From an optimization exercise on the open Yosys and OpenROAD flow, aimed at small area, a short achievable clock period and few clock cycles per item; shortcuts taken in it are not production practice.
In this exercise RTL edits were held to simulation tests only and were not proved equivalent to the original.
Power is estimated from default activity; no workload was simulated.

// Fib
module Fib
(
  input  clk,
  input  reset,
  input signed [32-1 : 0] fib_n,
  output signed [64-1 : 0] fib_return,
  output  fib_busy,
  input  fib_req
);
  wire [63:0] romv;
  wire r0866;
  wire r0867;
  wire r0868;
  wire r0869;
  wire r0870;
  wire r0871;
  wire r0872;
  wire r0873;
  wire r0874;
  wire r0875;
  wire r0876;
  wire r0877;
  wire r0878;
  wire r0879;
  wire r0880;
  wire r0881;
  wire r0882;
  wire r0883;
  wire r0884;
  wire r0885;
  wire r0886;
  wire r0887;
  wire r0888;
  wire r0889;
  wire r0890;
  wire r0891;
  wire r0892;
  wire r0893;
  wire r0894;
  wire r0895;
  wire r0896;
  wire r0897;
  wire r0898;
  wire r0899;
  wire r0900;
  wire r0901;
  wire r0902;
  wire r0903;
  wire r0904;
  wire r0905;
  wire r0906;
  wire r0907;
  wire r0908;
  wire r0909;
  wire r0910;
  wire r0911;
  wire r0912;
  wire r0913;
  wire r0914;
  wire r0915;
  wire r0916;
  wire r0917;
  wire r0918;
  wire r0919;
  wire r0920;
  wire r0921;
  wire r0922;
  wire r0923;
  wire r0924;
  wire r0925;
  wire r0926;
  wire r0927;
  wire r0928;
  wire r0929;
  wire r0930;
  wire r0931;
  wire r0932;
  wire r0933;
  wire r0934;
  wire r0935;
  wire r0936;
  wire r0937;
  wire r0938;
  wire r0939;
  wire r0940;
  wire r0941;
  wire r0942;
  wire r0943;
  wire r0944;
  wire r0945;
  wire r0946;
  wire r0947;
  wire r0948;
  wire r0949;
  wire r0950;
  wire r0951;
  wire r0952;
  wire r0953;
  wire r0954;
  wire r0955;
  wire r0956;
  wire r0957;
  wire r0958;
  wire r0959;
  wire r0960;
  wire r0961;
  wire r0962;
  wire r0963;
  wire r0964;
  wire r0965;
  wire r0966;
  wire r0967;
  wire r0968;
  wire r0969;
  wire r0970;
  wire r0971;
  wire r0972;
  wire r0973;
  wire r0974;
  wire r0975;
  wire r0976;
  wire r0977;
  wire r0978;
  wire r0979;
  wire r0980;
  wire r0981;
  wire r0982;
  wire r0983;
  wire r0984;
  wire r0985;
  wire r0986;
  wire r0987;
  wire r0988;
  wire r0989;
  wire r0990;
  wire r0991;
  wire r0992;
  wire r0993;
  wire r0994;
  wire r0995;
  wire r0996;
  wire r0997;
  wire r0998;
  wire r0999;
  wire r1000;
  ...
==> flow/config.mk <==
export PLATFORM = sky130hd
export DESIGN_NAME = Fib
export DESIGN_NICKNAME = Fib
export VERILOG_FILES = /design/flow/design.v
export SDC_FILE = /design/flow/constraint.sdc
export NUM_CORES = 4
export LEC_CHECK = 0
export ABC_AREA = 1
export CAP_MARGIN = 20
export CORE_MARGIN = 2
export CORE_UTILIZATION = 40
export PLACE_DENSITY = 0.85
export SETUP_SLACK_MARGIN = 2.75
export SLEW_MARGIN = 20
==> flow/constraint.sdc <==
create_clock -name core_clock -period 5.0 [get_ports {clk}]
set_input_delay 1.0000 -clock core_clock [delete_from_list [all_inputs] [get_ports {clk}]]
set_output_delay 1.0000 -clock core_clock [all_outputs]
set_load 0.01 [all_outputs]
standard.sh (not shown) runs the stock make flow with config.mk's settings and CLKGATE_MAP_FILE= SYNTH_SCRIPT=/design/flow/synth_recipe.tcl, a recipe that flattens the netlist after the stock synthesis.
==> flow/flow/run.sh <==
#!/bin/bash
set -euo pipefail
export BUFFER_PORTS_ARGS="-buffer_cell sky130_fd_sc_hd__buf_1"
export CTS_ARGS="-sink_clustering_enable -repair_clock_nets -dont_use_dummy_load"
bash standard.sh > standard_flow.log 2>&1
Testbench counts at the start, summed over its fixed seeds: cycles 1,024, requests 1,024.
Edit:
SETUP_SLACK_MARGIN = 2.9   (was 2.75)
=> Setup slack is better by 0.071 ns; final cell count rises by 3.1%; global-route usage rises by 4.1 points; clock skew rises by 0.0078 ns.
Edit:
==> flow/flow/run.sh (replaced) <==
#!/bin/bash
set -euo pipefail
export BUFFER_PORTS_ARGS="-buffer_cell sky130_fd_sc_hd__buf_1"
export CTS_ARGS="-sink_clustering_enable -repair_clock_nets -buf_list sky130_fd_sc_hd__clkbuf_8 -dont_use_dummy_load -sink_buffer_max_cap_derate 0.5"
bash standard.sh > standard_flow.log 2>&1
SETUP_SLACK_MARGIN = 2.5   (was 2.9)
Maximum frequency shrinks by 10%.
Setup slack got worse by 0.26 ns.
Design area goes down by about 16%.
Wire length drops by about 5%.
Global-route usage decreases by 1.4 points.
Clock-buffer cell count does not change.
Final cell count fell by 4.6%.


Starting RTL as in the previous note.
export LEC_CHECK = 0
export ABC_AREA = 1
export CAP_MARGIN = 20
export CORE_MARGIN = 2
export CORE_UTILIZATION = 40
export PLACE_DENSITY = 0.85
export SETUP_SLACK_MARGIN = 2.8
export SLEW_MARGIN = 20
create_clock -name core_clock -period 5.0 [get_ports {clk}]
==> flow/flow/run.sh <==
#!/bin/bash
set -euo pipefail
export BUFFER_PORTS_ARGS="-buffer_cell sky130_fd_sc_hd__buf_1"
export CTS_ARGS="-sink_clustering_enable -repair_clock_nets -dont_use_dummy_load"
bash standard.sh > standard_flow.log 2>&1
Testbench counts at the start, summed over its fixed seeds: cycles 1,024, requests 1,024.
Change:
SETUP_SLACK_MARGIN = 2.7   (was 2.8)
=> Clock-buffer cell count stays the same; non-clock buffer count fell by 63; first-iteration DRC count increases by 13%; wire length went down by 6.4%.
Change:
SETUP_SLACK_MARGIN = 2.5   (was 2.7)
Result: Sequential share of layout area is higher by 1.2 points. Design area fell by a few percent. Setup slack degrades by 190 ps. Clock-buffer cell count is unchanged. Via count went down by a few percent. Wire length goes up slightly. Total power came out lower slightly. Worst hold slack is worse by 4.3 ps. Clock skew went down by 3.5 ps.
Change:
PLACE_DENSITY = 0.75   (was 0.85)
SETUP_SLACK_MARGIN = 2.7   (was 2.5)
Result: Synthesized area does not change; synthesized cell count does not change; total power drops slightly; cell count climbs slightly.


Fib, a different RTL version from the one above (not shown whole).
Size in the first run: roughly 1100 cells after synthesis, ~170 flip-flops, about 8500 um^2 of cells after synthesis.
export LEC_CHECK = 0
export ABC_AREA = 1
export CAP_MARGIN = 20
export CORE_MARGIN = 2
export CORE_UTILIZATION = 40
export SETUP_SLACK_MARGIN = 2.6
export SLEW_MARGIN = 20
create_clock -name core_clock -period 5.0 [get_ports {clk}]
==> flow/flow/run.sh <==
#!/bin/bash
set -euo pipefail
export BUFFER_PORTS_ARGS="-buffer_cell sky130_fd_sc_hd__buf_1"
export CTS_ARGS="-sink_clustering_enable -repair_clock_nets -buf_list sky130_fd_sc_hd__clkbuf_8 -dont_use_dummy_load"
bash standard.sh > standard_flow.log 2>&1
The baseline ran to the end with no violations.
Testbench counts at the start, summed over its fixed seeds: cycles 1,024, requests 1,024.
Rerun with:
- PLACE_DENSITY: not set -> 0.75
- SETUP_SLACK_MARGIN: 2.6 -> 2.5
=> The new run completed without violations; flip-flop and latch count does not change; utilization went down by 0.66 points; clock power went up by about 1%; die area is unchanged; clock skew went up by 0.019 ns; routed wire length went down by 1.7%; via count went down by 2.0%; setup slack barely changes; global-route usage barely changes; combinational power went down by 4.3%; first-iteration DRC count went up by 22%.
Rerun with:
- CORE_UTILIZATION: 40 -> 50
- PLACE_DENSITY: 0.75 -> not set
=> The changed run finished with timing, DRC and antenna clean; non-clock buffer count came out lower by 5; cell count came out lower by a few percent; via count came out higher by a few percent; clock skew came out lower by 0.033 ns; power came out lower slightly; die area came out lower by about a fifth.
Rerun with:
- CORE_UTILIZATION: 50 -> 40
Worst hold slack got worse by 0.0038 ns.
Clock skew came out higher by 0.0081 ns.
Worst setup slack improves by 0.041 ns.
Power barely changes.
Combinational power came out lower by about 1%.
Cell area goes up by 0.50%.
First-iteration DRC count came out lower by 28%.

[port drivers added, routing unchanged]
The flow's constraints put no driver on any port. The routed layouts listed below were extracted and timed again, unchanged, in two steps. Step 1, drivers: a clkbuf_16 drives clk and a buf_2 each remaining input, both assumed. Step 2 also shifts input and output timing later by t, the mid clock arrival at the registers, as if the neighbouring blocks saw the same clock. Slacks: no drivers / after step 1 / after step 2; pairs: no drivers / after step 1.
| run | t (ns) | setup WS [ns] | latest minus earliest clock arrival (ns) |
|---|---|---|---|
| the first run of note 1 | 0.455 | 2.634 / 2.628 / 2.174 | 0.033 / 0.033 |
| the second run of note 1 | 0.463 | 2.705 / 2.591 / 2.129 | 0.034 / 0.033 |
| the third run of note 1 | 0.494 | 2.444 / 2.464 / 1.970 | 0.052 / 0.052 |
| the first run of note 2 | 0.470 | 2.662 / 2.671 / 2.201 | 0.047 / 0.047 |
| the second run of note 2 | 0.467 | 2.635 / 2.622 / 2.155 | 0.042 / 0.041 |
| the third run of note 2 | 0.470 | 2.444 / 2.456 / 1.987 | 0.036 / 0.037 |
| the fourth run of note 2 | 0.471 | 2.668 / 2.667 / 2.196 | 0.032 / 0.032 |
| the first run of note 3 | 0.477 | 2.438 / 2.434 / 1.957 | 0.049 / 0.050 |
| the second run of note 3 | 0.499 | 2.440 / 2.459 / 1.960 | 0.063 / 0.064 |
| the third run of note 3 | 0.489 | 2.358 / 2.365 / 1.877 | 0.041 / 0.041 |
| the fourth run of note 3 | 0.484 | 2.399 / 2.423 / 1.939 | 0.038 / 0.038 |
After both steps setup and hold are still met in every run listed. For the second run of note 1, which loses most, drivers alone change the setup slack by -0.114 ns; drivers and shift together by -0.576 ns.
